From an optimization exercise on the open Yosys and OpenROAD flow, aimed at small area and a short achievable clock period; shortcuts taken in it are not production practice.
In this exercise RTL edits were held to simulation tests only and were not proved equivalent to the original.
Power is estimated from default activity; no workload was simulated.

==> inputs of 11-24 <==
// data_path
module data_path #(
	parameter WIDTH = 32
)(
	input clk,
	input reset,
	input ALUSrcA,
	input [2:0] ALUControl,
	input [1:0] ALUSrcB,
	input PC_enable,
	input IorD,
	input MemWrite,
	input IRWrite,
	input RegDst,
	input MemtoReg,
	input RegWrite,
	input PCSrc,
	output zero,
	output [5:0] op,
	output [5:0] Funct,
	output [7:0] GPIO,
	output [WIDTH-1:0] ffwd_disp,
	output [WIDTH-1:0] ffrd_disp,
	output [WIDTH-1:0] RD1_disp,
	output [WIDTH-1:0] RD2_disp,
	output [WIDTH-1:0] SrcB_disp
);
export LEC_CHECK = 0
export CAP_MARGIN = 20
export CORE_MARGIN = 2
export CORE_UTILIZATION = 40
export CTS_CLUSTER_DIAMETER = 100
export CTS_CLUSTER_SIZE = 20
export PLACE_DENSITY = 0.55
export SETUP_SLACK_MARGIN = 5
export SLEW_MARGIN = 20
export SYNTH_HIERARCHICAL = 1
export SYNTH_MINIMUM_KEEP_SIZE = 0
create_clock -name core_clock -period 11.5 [get_ports {clk}]
run.sh (not shown) runs the stock make flow with config.mk's settings and CLKGATE_MAP_FILE= SYNTH_SCRIPT=/design/flow/synth_recipe.tcl, a recipe that flattens the netlist after the stock synthesis.
==> 02-20 (differences from 11-24) <==
==> flow/design.v (replaced) <==
module data_path #(
	parameter WIDTH = 32
)(
	input clk,
	input reset,
	input ALUSrcA,
	input [2:0] ALUControl,
	input [1:0] ALUSrcB,
	input PC_enable,
	input IorD,
	input MemWrite,
	input IRWrite,
	input RegDst,
	input MemtoReg,
	input RegWrite,
	input PCSrc,
	output zero,
	output [5:0] op,
	output [5:0] Funct,
	output [7:0] GPIO,
	output [WIDTH-1:0] ffwd_disp,
	output [WIDTH-1:0] ffrd_disp,
	output [WIDTH-1:0] RD1_disp,
	output [WIDTH-1:0] RD2_disp,
	output [WIDTH-1:0] SrcB_disp
);
	integer k;
	genvar g;
	reg [31:0] pc, ir, mdr, ra, rb, alu_out;
	wire [31:0] imm  = {{16{ir[15]}}, ir[15:0]};
	wire [31:0] imm4 = {imm[29:0], 2'b00};
	wire [4:0] rs = ir[25:21];
	wire [4:0] rt = ir[20:16];
	wire [4:0] rd = ir[15:11];
	wire [31:0] srca = ALUSrcA ? pc : ra;
	reg  [31:0] srcb;
	always @(*) begin
		case (ALUSrcB)
			2'd0: srcb = rb;
			2'd1: srcb = 32'd4;
			2'd2: srcb = imm;
			default: srcb = imm4;
		endcase
	end
	reg [7:0] co, cs;
	always @(*) begin
		for (k = 0; k < 8; k = k + 1) begin
			co[k] = (ALUControl == k);
			cs[k] = ({ALUSrcA, ALUSrcB} == k);
		end
	end
	wire [8:0] la [0:1];
	assign la[0] = ra[8:0];
	assign la[1] = pc[8:0];
	wire [7:0] lb [0:3];
	assign lb[0] = rb[7:0];
	assign lb[1] = 8'd4;
	assign lb[2] = imm[7:0];
	assign lb[3] = imm4[7:0];
	reg [8:0] lsum;
	integer ka, kb;
	always @(*) begin
		lsum = 9'd0;
		for (ka = 0; ka < 2; ka = ka + 1)
			for (kb = 0; kb < 4; kb = kb + 1)
				lsum = lsum | ({9{cs[ka*4+kb]}} & ({1'b0, la[ka][7:0]} + {1'b0, lb[kb]}));
	end
	wire [23:0] hsum = srca[31:8] + srcb[31:8] + {23'd0, lsum[8]};
	reg [7:0] ylo;
	reg [31:8] yhi;
	always @(*) begin
		ylo = ({8{co[0]}} & lsum[7:0])
			| ({8{co[1]}} & (srca[7:0] & srcb[7:0]))
			| ({8{co[2]}} & (srca[7:0] | srcb[7:0]))
			| ({8{co[3]}} & (srca[7:0] ^ srcb[7:0]))
			| ({8{co[4]}} & ~srca[7:0])
			| ({8{co[5]}} & {srca[6:0], 1'b0})
			| ({8{co[6]}} & srca[8:1]);
		case (ALUControl)
			3'd0: yhi = hsum;
			3'd1: yhi = srca[31:8] & srcb[31:8];
			3'd2: yhi = srca[31:8] | srcb[31:8];
			3'd3: yhi = srca[31:8] ^ srcb[31:8];
			3'd4: yhi = ~srca[31:8];
			3'd5: yhi = srca[30:7];
			3'd6: yhi = {1'b0, srca[31:9]};
			default: yhi = 24'd0;
		endcase
	end
	wire [31:0] y = {yhi, ylo};
	function [37:0] zflags;
		input [31:0] p, a, b, i;
		reg [31:0] m4;
		reg [15:0] h;
		reg s;
		reg [7:0] zadd, zand, zor, zxor;
		reg za, zp, zb, zi;
		reg a16z, a16o, a15z, a15o, a18z, a18o, a17z, a17o;
		reg p16z, p16o, p15z, p15o, p18z, p18o, p17z, p17o;
		begin
			h = i[15:0];
			s = i[15];
			m4 = {{14{s}}, h, 2'b00};
			za = ~|a; zp = ~|p; zb = ~|b; zi = ~|h;
			a16z = ~|a[31:16]; a16o = &a[31:16]; a15z = ~|a[31:15]; a15o = &a[31:15];
			a18z = ~|a[31:18]; a18o = &a[31:18]; a17z = ~|a[31:17]; a17o = &a[31:17];
			p16z = ~|p[31:16]; p16o = &p[31:16]; p15z = ~|p[31:15]; p15o = &p[31:15];
			p18z = ~|p[31:18]; p18o = &p[31:18]; p17z = ~|p[31:17]; p17o = &p[31:17];
			zadd[0] = &((a ^ b) ~^ {a[30:0] | b[30:0], 1'b0});
			zadd[1] = (a == 32'hFFFF_FFFC);
			zadd[2] = &((a[15:0] ^ h) ~^ {a[14:0] | h[14:0], 1'b0})
				& (s ? a16z : (a15z | a15o));
			zadd[3] = &((a[17:0] ^ m4[17:0]) ~^ {a[16:0] | m4[16:0], 1'b0})
				& (s ? a18z : (a17z | a17o));
			zadd[4] = &((p ^ b) ~^ {p[30:0] | b[30:0], 1'b0});
			zadd[5] = (p == 32'hFFFF_FFFC);
			zadd[6] = &((p[15:0] ^ h) ~^ {p[14:0] | h[14:0], 1'b0})
				& (s ? p16z : (p15z | p15o));
			zadd[7] = &((p[17:0] ^ m4[17:0]) ~^ {p[16:0] | m4[16:0], 1'b0})
				& (s ? p18z : (p17z | p17o));
			zand[0] = ~|(a & b);
			zand[1] = ~a[2];
			zand[2] = ~|(a[15:0] & h) & (~s | a16z);
			zand[3] = ~|(a[17:2] & h) & (~s | a18z);
			zand[4] = ~|(p & b);
			zand[5] = ~p[2];
			zand[6] = ~|(p[15:0] & h) & (~s | p16z);
			zand[7] = ~|(p[17:2] & h) & (~s | p18z);
			zor[0] = za & zb; zor[1] = 1'b0; zor[2] = za & zi; zor[3] = za & zi;
			zor[4] = zp & zb; zor[5] = 1'b0; zor[6] = zp & zi; zor[7] = zp & zi;
			zxor[0] = (a == b);
			zxor[1] = (a == 32'd4);
			zxor[2] = (a[15:0] == h) & (s ? a16o : a16z);
			zxor[3] = (a[1:0] == 2'b00) & (a[17:2] == h) & (s ? a18o : a18z);
			zxor[4] = (p == b);
			zxor[5] = (p == 32'd4);
			zxor[6] = (p[15:0] == h) & (s ? p16o : p16z);
			zxor[7] = (p[1:0] == 2'b00) & (p[17:2] == h) & (s ? p18o : p18z);
			zflags = {~|p[31:1], ~|a[31:1], ~|p[30:0], ~|a[30:0], &p, &a, zxor, zor, zand, zadd};
		end
	endfunction
	wire [37:0] zr = zflags(pc, ra, rb, ir);
	wire [7:0] z_add = zr[7:0];
	wire [7:0] z_and = zr[15:8];
	wire [7:0] z_or  = zr[23:16];
	wire [7:0] z_xor = zr[31:24];
	wire [1:0] z_not = zr[33:32];
	wire [1:0] z_shl = zr[35:34];
	wire [1:0] z_shr = zr[37:36];
	wire zf = |(cs & ((z_add & {8{co[0]}}) | (z_and & {8{co[1]}})
	                 | (z_or & {8{co[2]}}) | (z_xor & {8{co[3]}})))
	        | (co[4] & z_not[ALUSrcA]) | (co[5] & z_shl[ALUSrcA])
	        | (co[6] & z_shr[ALUSrcA]) | co[7];
	wire [31:0] adr = IorD ? pc : alu_out;
	wire [5:0] idx = adr[7:2];
	wire isrom = ~|adr[31:28];
	reg [63:0] msel;
	always @(*) begin
		for (k = 0; k < 64; k = k + 1)
			msel[k] = (idx == k);
	end
	reg [31:0] rom [0:63];
	initial begin
		$readmemh("text.dat", rom);
	end
	wire [31:0] romq = rom[idx];
	wire [31:0] ramw [0:63];
	generate
		for (g = 0; g < 64; g = g + 1) begin : ram
			reg [31:0] q;
			always @(posedge clk)
				if (MemWrite && msel[g])
					q <= rb;
			assign ramw[g] = q;
		end
	endgenerate
	reg [31:0] ramq;
	always @(*) begin
		ramq = 32'd0;
		for (k = 0; k < 64; k = k + 1)
			ramq = ramq | (ramw[k] & {32{msel[k]}});
	end
	wire [31:0] memq = isrom ? romq : ramq;
	wire [31:0] wd = MemtoReg ? alu_out : mdr;
	reg [31:0] rwe, sel1, sel2;
	reg [31:1] rv;
	always @(*) begin
		for (k = 0; k < 32; k = k + 1) begin
			rwe[k] = RegWrite && (k != 0) && ((RegDst ? rt : rd) == k);
			sel1[k] = (k != 0) && (rs == k);
			sel2[k] = (k != 0) && (rt == k);
		end
	end
	wire [31:0] rfw [1:31];
	generate
		for (g = 1; g < 32; g = g + 1) begin : rf
			reg [31:0] q;
			always @(posedge clk)
				if (rwe[g])
					q <= wd;
			assign rfw[g] = q;
		end
	endgenerate
	always @(posedge clk or negedge reset) begin
		if (!reset)
			rv <= 31'd0;
		else
			rv <= rv | rwe[31:1];
	end
	reg [31:0] rd1, rd2;
	always @(*) begin
		rd1 = 32'd0;
		rd2 = 32'd0;
		for (k = 1; k < 32; k = k + 1) begin
			rd1 = rd1 | (rfw[k] & {32{sel1[k] & rv[k]}});
			rd2 = rd2 | (rfw[k] & {32{sel2[k] & rv[k]}});
		end
	end
	wire [31:0] pc_n = PC_enable ? (PCSrc ? y : alu_out) : pc;
	wire [31:0] ir_n = IRWrite ? memq : ir;
	always @(posedge clk or negedge reset) begin
		if (!reset) begin
			pc <= 32'h0040_0000;
			ir <= 32'd0;
			mdr <= 32'd0;
			ra <= 32'd0;
			rb <= 32'd0;
			alu_out <= 32'd0;
		end else begin
			pc <= pc_n;
			ir <= ir_n;
			mdr <= memq;
			ra <= rd1;
			rb <= rd2;
			alu_out <= y;
		end
	end
	assign zero = zf;
	assign op = ir[31:26];
	assign Funct = ir[5:0];
	assign GPIO = ylo;
	assign ffwd_disp = mdr;
	assign ffrd_disp = ir;
	assign RD1_disp = ra;
	assign RD2_disp = rb;
	assign SrcB_disp = srcb;
endmodule
SYNTH_HIERARCHICAL = not set   (was 1)
SYNTH_MINIMUM_KEEP_SIZE = not set   (was 0)
==> out/results.txt <==
Outcome -> finished clean
Area post-placement -> 151300 sq um
Worst setup margin -> 4833 ps
Flop2flop setup slack -> 5490 ps
Signal buf overhead -> 4.390%
Seq power -> 16.3 mW
Critical Path Fanout Max -> 24
Least-Margin Pin Slew -> 1268 ps
Final Instance Area -> 159600 sq um
Die area -> 359400 sq um
Critical R2R Launch -> rb[0]
Synth Area in Compound Gates -> 15.94%
Tmin final -> 6667 ps
Fraction of power consumed by sequential logic -> 42.9%
Crit path largest cell delay -> 1090 ps
Critical Path End -> ir[18]
DP HPWL -> 461.6 mm
the above is filed under 11-24

==> out/results.txt <==
Outcome -> finished clean
Least-Margin Pin Slew -> 1370 ps
Critical Path Fanout Max -> 7
Crit path largest cell delay -> 750 ps
Die area -> 350000 sq um
Synth Area in Compound Gates -> 15.50%
Tmin final -> 6942 ps
Area post-placement -> 147600 sq um
Final Instance Area -> 155300 sq um
Seq power -> 16.4 mW
Critical Path End -> GPIO[7]
the above is filed under 02-20



==> inputs of run a <==
Another version of the RTL of data_path (not shown whole).
==> flow/config.mk <==
export PLATFORM = sky130hd
export DESIGN_NAME = data_path
export DESIGN_NICKNAME = data_path
export VERILOG_FILES = /design/flow/design.v
export SDC_FILE = /design/flow/constraint.sdc
export NUM_CORES = 4
export LEC_CHECK = 0
export CAP_MARGIN = 20
export CORE_MARGIN = 2
export CORE_UTILIZATION = 40
export CTS_BUF_LIST = sky130_fd_sc_hd__clkbuf_8
export CTS_CLUSTER_SIZE = 30
export PLACE_DENSITY = 0.55
export SETUP_SLACK_MARGIN = 5
export SLEW_MARGIN = 20
==> flow/constraint.sdc <==
create_clock -name core_clock -period 11.5 [get_ports {clk}]
set_input_delay 2.3000 -clock core_clock [delete_from_list [all_inputs] [get_ports {clk}]]
set_output_delay 2.3000 -clock core_clock [all_outputs]
set_load 0.01 [all_outputs]
==> run b: changes against run a <==
==> flow/design.v, changed modules only <==
module alu_sel (
	input ALUSrcA,
	input [1:0] ALUSrcB,
	input [2:0] ALUControl,
	input [31:0] rb,
	input [31:0] imm,
	input [31:0] imm4,
	input [8:0] ra_lo,
	input [8:0] pc_lo,
	input [71:0] lsums,
	input [37:0] zr,
	output [31:0] srcb,
	output [7:0] gpio,
	output lcarry,
	output zero
);
	integer k;
	reg [7:0] co, cs;
	reg [3:0] cb;
	always @(*) begin
		for (k = 0; k < 8; k = k + 1) begin
			co[k] = (ALUControl == k);
			cs[k] = ({ALUSrcA, ALUSrcB} == k);
		end
		for (k = 0; k < 4; k = k + 1)
			cb[k] = (ALUSrcB == k);
	end
	assign srcb = ({32{cb[0]}} & rb) | ({32{cb[1]}} & 32'd4)
	            | ({32{cb[2]}} & imm) | ({32{cb[3]}} & imm4);
	reg [8:0] lsum;
	always @(*) begin
		lsum = 9'd0;
		for (k = 0; k < 8; k = k + 1)
			lsum = lsum | ({9{cs[k]}} & lsums[9*k +: 9]);
	end
	assign lcarry = lsum[8];
	wire [8:0] sa = ALUSrcA ? pc_lo : ra_lo;
	wire [7:0] sb = srcb[7:0];
	assign gpio = ({8{co[0]}} & lsum[7:0])
	            | ({8{co[1]}} & (sa[7:0] & sb))
	            | ({8{co[2]}} & (sa[7:0] | sb))
	            | ({8{co[3]}} & (sa[7:0] ^ sb))
	            | ({8{co[4]}} & ~sa[7:0])
	            | ({8{co[5]}} & {sa[6:0], 1'b0})
	            | ({8{co[6]}} & sa[8:1]);
	wire [7:0] z_add = zr[7:0];
	wire [7:0] z_and = zr[15:8];
	wire [7:0] z_or  = zr[23:16];
	wire [7:0] z_xor = zr[31:24];
	wire [1:0] z_not = zr[33:32];
	wire [1:0] z_shl = zr[35:34];
	wire [1:0] z_shr = zr[37:36];
	assign zero = |(cs & ((z_add & {8{co[0]}}) | (z_and & {8{co[1]}})
	                   | (z_or & {8{co[2]}}) | (z_xor & {8{co[3]}})))
	            | (co[4] & z_not[ALUSrcA]) | (co[5] & z_shl[ALUSrcA])
	            | (co[6] & z_shr[ALUSrcA]) | co[7];
endmodule
module data_path #(
	parameter WIDTH = 32
)(
	input clk,
	input reset,
	input ALUSrcA,
	input [2:0] ALUControl,
	input [1:0] ALUSrcB,
	input PC_enable,
	input IorD,
	input MemWrite,
	input IRWrite,
	input RegDst,
	input MemtoReg,
	input RegWrite,
	input PCSrc,
	output zero,
	output [5:0] op,
	output [5:0] Funct,
	output [7:0] GPIO,
	output [WIDTH-1:0] ffwd_disp,
	output [WIDTH-1:0] ffrd_disp,
	output [WIDTH-1:0] RD1_disp,
	output [WIDTH-1:0] RD2_disp,
	output [WIDTH-1:0] SrcB_disp
);
	integer k;
	genvar g;
	reg [31:0] pc, ir, mdr, ra, rb, alu_out;
	wire [31:0] imm  = {{16{ir[15]}}, ir[15:0]};
	wire [31:0] imm4 = {imm[29:0], 2'b00};
	wire [4:0] rs = ir[25:21];
	wire [4:0] rt = ir[20:16];
	wire [4:0] rd = ir[15:11];
	wire [31:0] srca = ALUSrcA ? pc : ra;
	wire [31:0] srcb;
	wire [7:0] ylo;
	wire lcarry, zf;
	wire [8:0] la [0:1];
	assign la[0] = ra[8:0];
	assign la[1] = pc[8:0];
	wire [7:0] lb [0:3];
	assign lb[0] = rb[7:0];
	assign lb[1] = 8'd4;
	assign lb[2] = imm[7:0];
	assign lb[3] = imm4[7:0];
	reg [71:0] lsums;
	integer ka, kb;
	always @(*) begin
		for (ka = 0; ka < 2; ka = ka + 1)
			for (kb = 0; kb < 4; kb = kb + 1)
				lsums[9*(ka*4+kb) +: 9] = {1'b0, la[ka][7:0]} + {1'b0, lb[kb]};
	end
	wire [37:0] zr;
	alu_sel sel (
		.ALUSrcA(ALUSrcA), .ALUSrcB(ALUSrcB), .ALUControl(ALUControl),
		.rb(rb), .imm(imm), .imm4(imm4), .ra_lo(ra[8:0]), .pc_lo(pc[8:0]),
		.lsums(lsums), .zr(zr),
		.srcb(srcb), .gpio(ylo), .lcarry(lcarry), .zero(zf)
	);
	wire [23:0] hsum = srca[31:8] + srcb[31:8] + {23'd0, lcarry};
	reg [31:8] yhi;
	always @(*) begin
		case (ALUControl)
			3'd0: yhi = hsum;
			3'd1: yhi = srca[31:8] & srcb[31:8];
			3'd2: yhi = srca[31:8] | srcb[31:8];
			3'd3: yhi = srca[31:8] ^ srcb[31:8];
			3'd4: yhi = ~srca[31:8];
			3'd5: yhi = srca[30:7];
			3'd6: yhi = {1'b0, srca[31:9]};
			default: yhi = 24'd0;
		endcase
	end
	wire [31:0] y = {yhi, ylo};
	function [37:0] zflags;
		input [31:0] p, a, b, i;
		reg [31:0] m4;
		reg [15:0] h;
		reg s;
		reg [7:0] zadd, zand, zor, zxor;
		reg za, zp, zb, zi;
		reg a16z, a16o, a15z, a15o, a18z, a18o, a17z, a17o;
		reg p16z, p16o, p15z, p15o, p18z, p18o, p17z, p17o;
		begin
			h = i[15:0];
			s = i[15];
			m4 = {{14{s}}, h, 2'b00};
			za = ~|a; zp = ~|p; zb = ~|b; zi = ~|h;
			a16z = ~|a[31:16]; a16o = &a[31:16]; a15z = ~|a[31:15]; a15o = &a[31:15];
			a18z = ~|a[31:18]; a18o = &a[31:18]; a17z = ~|a[31:17]; a17o = &a[31:17];
			p16z = ~|p[31:16]; p16o = &p[31:16]; p15z = ~|p[31:15]; p15o = &p[31:15];
			p18z = ~|p[31:18]; p18o = &p[31:18]; p17z = ~|p[31:17]; p17o = &p[31:17];
			zadd[0] = &((a ^ b) ~^ {a[30:0] | b[30:0], 1'b0});
			zadd[1] = (a == 32'hFFFF_FFFC);
			zadd[2] = &((a[15:0] ^ h) ~^ {a[14:0] | h[14:0], 1'b0})
				& (s ? a16z : (a15z | a15o));
			zadd[3] = &((a[17:0] ^ m4[17:0]) ~^ {a[16:0] | m4[16:0], 1'b0})
				& (s ? a18z : (a17z | a17o));
			zadd[4] = &((p ^ b) ~^ {p[30:0] | b[30:0], 1'b0});
			zadd[5] = (p == 32'hFFFF_FFFC);
			zadd[6] = &((p[15:0] ^ h) ~^ {p[14:0] | h[14:0], 1'b0})
				& (s ? p16z : (p15z | p15o));
			zadd[7] = &((p[17:0] ^ m4[17:0]) ~^ {p[16:0] | m4[16:0], 1'b0})
				& (s ? p18z : (p17z | p17o));
			zand[0] = ~|(a & b);
			zand[1] = ~a[2];
			zand[2] = ~|(a[15:0] & h) & (~s | a16z);
			zand[3] = ~|(a[17:2] & h) & (~s | a18z);
			zand[4] = ~|(p & b);
			zand[5] = ~p[2];
			zand[6] = ~|(p[15:0] & h) & (~s | p16z);
			zand[7] = ~|(p[17:2] & h) & (~s | p18z);
			zor[0] = za & zb; zor[1] = 1'b0; zor[2] = za & zi; zor[3] = za & zi;
			zor[4] = zp & zb; zor[5] = 1'b0; zor[6] = zp & zi; zor[7] = zp & zi;
			zxor[0] = (a == b);
			zxor[1] = (a == 32'd4);
			zxor[2] = (a[15:0] == h) & (s ? a16o : a16z);
			zxor[3] = (a[1:0] == 2'b00) & (a[17:2] == h) & (s ? a18o : a18z);
			zxor[4] = (p == b);
			zxor[5] = (p == 32'd4);
			zxor[6] = (p[15:0] == h) & (s ? p16o : p16z);
			zxor[7] = (p[1:0] == 2'b00) & (p[17:2] == h) & (s ? p18o : p18z);
			zflags = {~|p[31:1], ~|a[31:1], ~|p[30:0], ~|a[30:0], &p, &a, zxor, zor, zand, zadd};
		end
	endfunction
	assign zr = zflags(pc, ra, rb, ir);
	wire [31:0] adr = IorD ? pc : alu_out;
	wire [5:0] idx = adr[7:2];
	wire isrom = ~|adr[31:28];
	reg [63:0] msel;
	always @(*) begin
		for (k = 0; k < 64; k = k + 1)
			msel[k] = (idx == k);
	end
	reg [31:0] rom [0:63];
	initial begin
		$readmemh("text.dat", rom);
	end
	wire [31:0] romq = rom[idx];
	wire [31:0] ramw [0:63];
	generate
		for (g = 0; g < 64; g = g + 1) begin : ram
			reg [31:0] q;
			always @(posedge clk)
				if (MemWrite && msel[g])
					q <= rb;
			assign ramw[g] = q;
		end
	endgenerate
	reg [31:0] ramq;
	always @(*) begin
		ramq = 32'd0;
		for (k = 0; k < 64; k = k + 1)
			ramq = ramq | (ramw[k] & {32{msel[k]}});
	end
	wire [31:0] memq = isrom ? romq : ramq;
	wire [31:0] wd = MemtoReg ? alu_out : mdr;
	reg [31:0] rwe, sel1, sel2;
	reg [31:1] rv;
	always @(*) begin
		for (k = 0; k < 32; k = k + 1) begin
			rwe[k] = RegWrite && (k != 0) && ((RegDst ? rt : rd) == k);
			sel1[k] = (k != 0) && (rs == k);
			sel2[k] = (k != 0) && (rt == k);
		end
	end
	wire [31:0] rfw [1:31];
	generate
		for (g = 1; g < 32; g = g + 1) begin : rf
			reg [31:0] q;
			always @(posedge clk)
				if (rwe[g])
					q <= wd;
			assign rfw[g] = q;
		end
	endgenerate
	always @(posedge clk or negedge reset) begin
		if (!reset)
			rv <= 31'd0;
		else
			rv <= rv | rwe[31:1];
	end
	reg [31:0] rd1, rd2;
	always @(*) begin
		rd1 = 32'd0;
		rd2 = 32'd0;
		for (k = 1; k < 32; k = k + 1) begin
			rd1 = rd1 | (rfw[k] & {32{sel1[k] & rv[k]}});
			rd2 = rd2 | (rfw[k] & {32{sel2[k] & rv[k]}});
		end
	end
	wire [31:0] pc_n = PC_enable ? (PCSrc ? y : alu_out) : pc;
	wire [31:0] ir_n = IRWrite ? memq : ir;
	always @(posedge clk or negedge reset) begin
		if (!reset) begin
			pc <= 32'h0040_0000;
			ir <= 32'd0;
			mdr <= 32'd0;
			ra <= 32'd0;
			rb <= 32'd0;
			alu_out <= 32'd0;
		end else begin
			pc <= pc_n;
			ir <= ir_n;
			mdr <= memq;
			ra <= rd1;
			rb <= rd2;
			alu_out <= y;
		end
	end
	assign zero = zf;
	assign op = ir[31:26];
	assign Funct = ir[5:0];
	assign GPIO = ylo;
	assign ffwd_disp = mdr;
	assign ffrd_disp = ir;
	assign RD1_disp = ra;
	assign RD2_disp = rb;
	assign SrcB_disp = srcb;
endmodule
==> flow/flow/run.sh (new file) <==
#!/bin/bash
set -euo pipefail
bash standard.sh finish SETUP_SLACK_MARGIN=5.6 > run_make.log 2>&1
==> flow/standard.sh (new file) <==
#!/bin/bash
# synth_recipe.tcl (not shown) runs the flow's synth.tcl, then flattens the netlist and writes it again
# the make line also repeats each setting of config.mk as NAME=value (left out here)
make -C /OpenROAD-flow-scripts/flow DESIGN_CONFIG=/design/flow/config.mk WORK_HOME=/design/flow/orfs CLKGATE_MAP_FILE= SYNTH_SCRIPT=/design/flow/synth_recipe.tcl "${@:-finish}"
==> flow/config.mk (replaced) <==
export PLATFORM = sky130hd
export DESIGN_NAME = data_path
export DESIGN_NICKNAME = data_path
export VERILOG_FILES = /design/flow/design.v
export SDC_FILE = /design/flow/constraint.sdc
export NUM_CORES = 4
export LEC_CHECK = 0
export CAP_MARGIN = 20
export CORE_MARGIN = 2
export CORE_UTILIZATION = 30
export CTS_CLUSTER_DIAMETER = 100
export CTS_CLUSTER_SIZE = 20
export PLACE_DENSITY = 0.5
export SLEW_MARGIN = 20
export SYNTH_HIERARCHICAL = 1
export SYNTH_MINIMUM_KEEP_SIZE = 0
removed: flow/run.sh
==> qor summary <==
| item | run b | run a |
|---|---|---|
| Overall track demand over capacity in global routing | 0.3223 | 0.3957 |
| Internal Pwr Total | 22.14 mW | 25.22 mW |
| H-tree depth | 4 | 6 |
| Layout Cell Area excl Fill | 0.1614 mm^2 | 0.1662 mm^2 |
| Initial antenna violation count | 73 | 58 |
| Critical Path Fanout Max | 4 | 16 |
| R2R cell count | 23 | 16 |
| Clock sink count | 3263 | 3297 |
| Non-clock buffers, area share | 0.05346 | 0.04350 |
| Post-CTS clock slew at the launch and capture registers of the worst setup and hold paths | 0.09 ns | 0.06 ns |
| Power in the clock group | 7.43 mW | 10.2 mW |
| Slowest stage cell, crit path | sky130_fd_sc_hd__dfrtp_4 | sky130_fd_sc_hd__nor4_1 |
| Startpoint of the most critical setup path | rb[7] | IorD |
| Status | timing/DRC/antenna clean | timing/DRC/antenna clean |
| Final cell utilization of the core | 0.3504 | 0.4681 |

-- afterwards: timing with drivers on the ports --
In the flow no input, the clock included, has a driving cell. The finished layouts below were timed again as built, in two steps.
Step 1: set_driving_cell puts a clkbuf_16 on clk and a buf_2 on each other input, an assumption about the parent block.
Step 2 times the ports against the registers' clock, not the clock port: input delays grow and output delays shrink by t, the midpoint of the rising clock arrivals with the driver on.
Three values: ideal, step 1, step 2; two values: the first two.
run | t (ns) | setup WS [ns] | worst setup path at the end | pins driven straight from the clock port
11-24 | 1.040 | 4.833 / 4.790 / 3.860 | input to register | 1
02-20 | 1.022 | 4.558 / 4.465 / 3.876 | input to register | 1
run a | 1.329 | 4.844 / 4.770 / 3.573 | input to register | 1
run b | 1.058 | 4.987 / 4.864 / 4.219 | input to register | 1
After both steps setup and hold are still met in every run listed. For run a, which loses most, drivers alone change the setup slack by -0.074 ns; drivers and shift together by -1.271 ns.
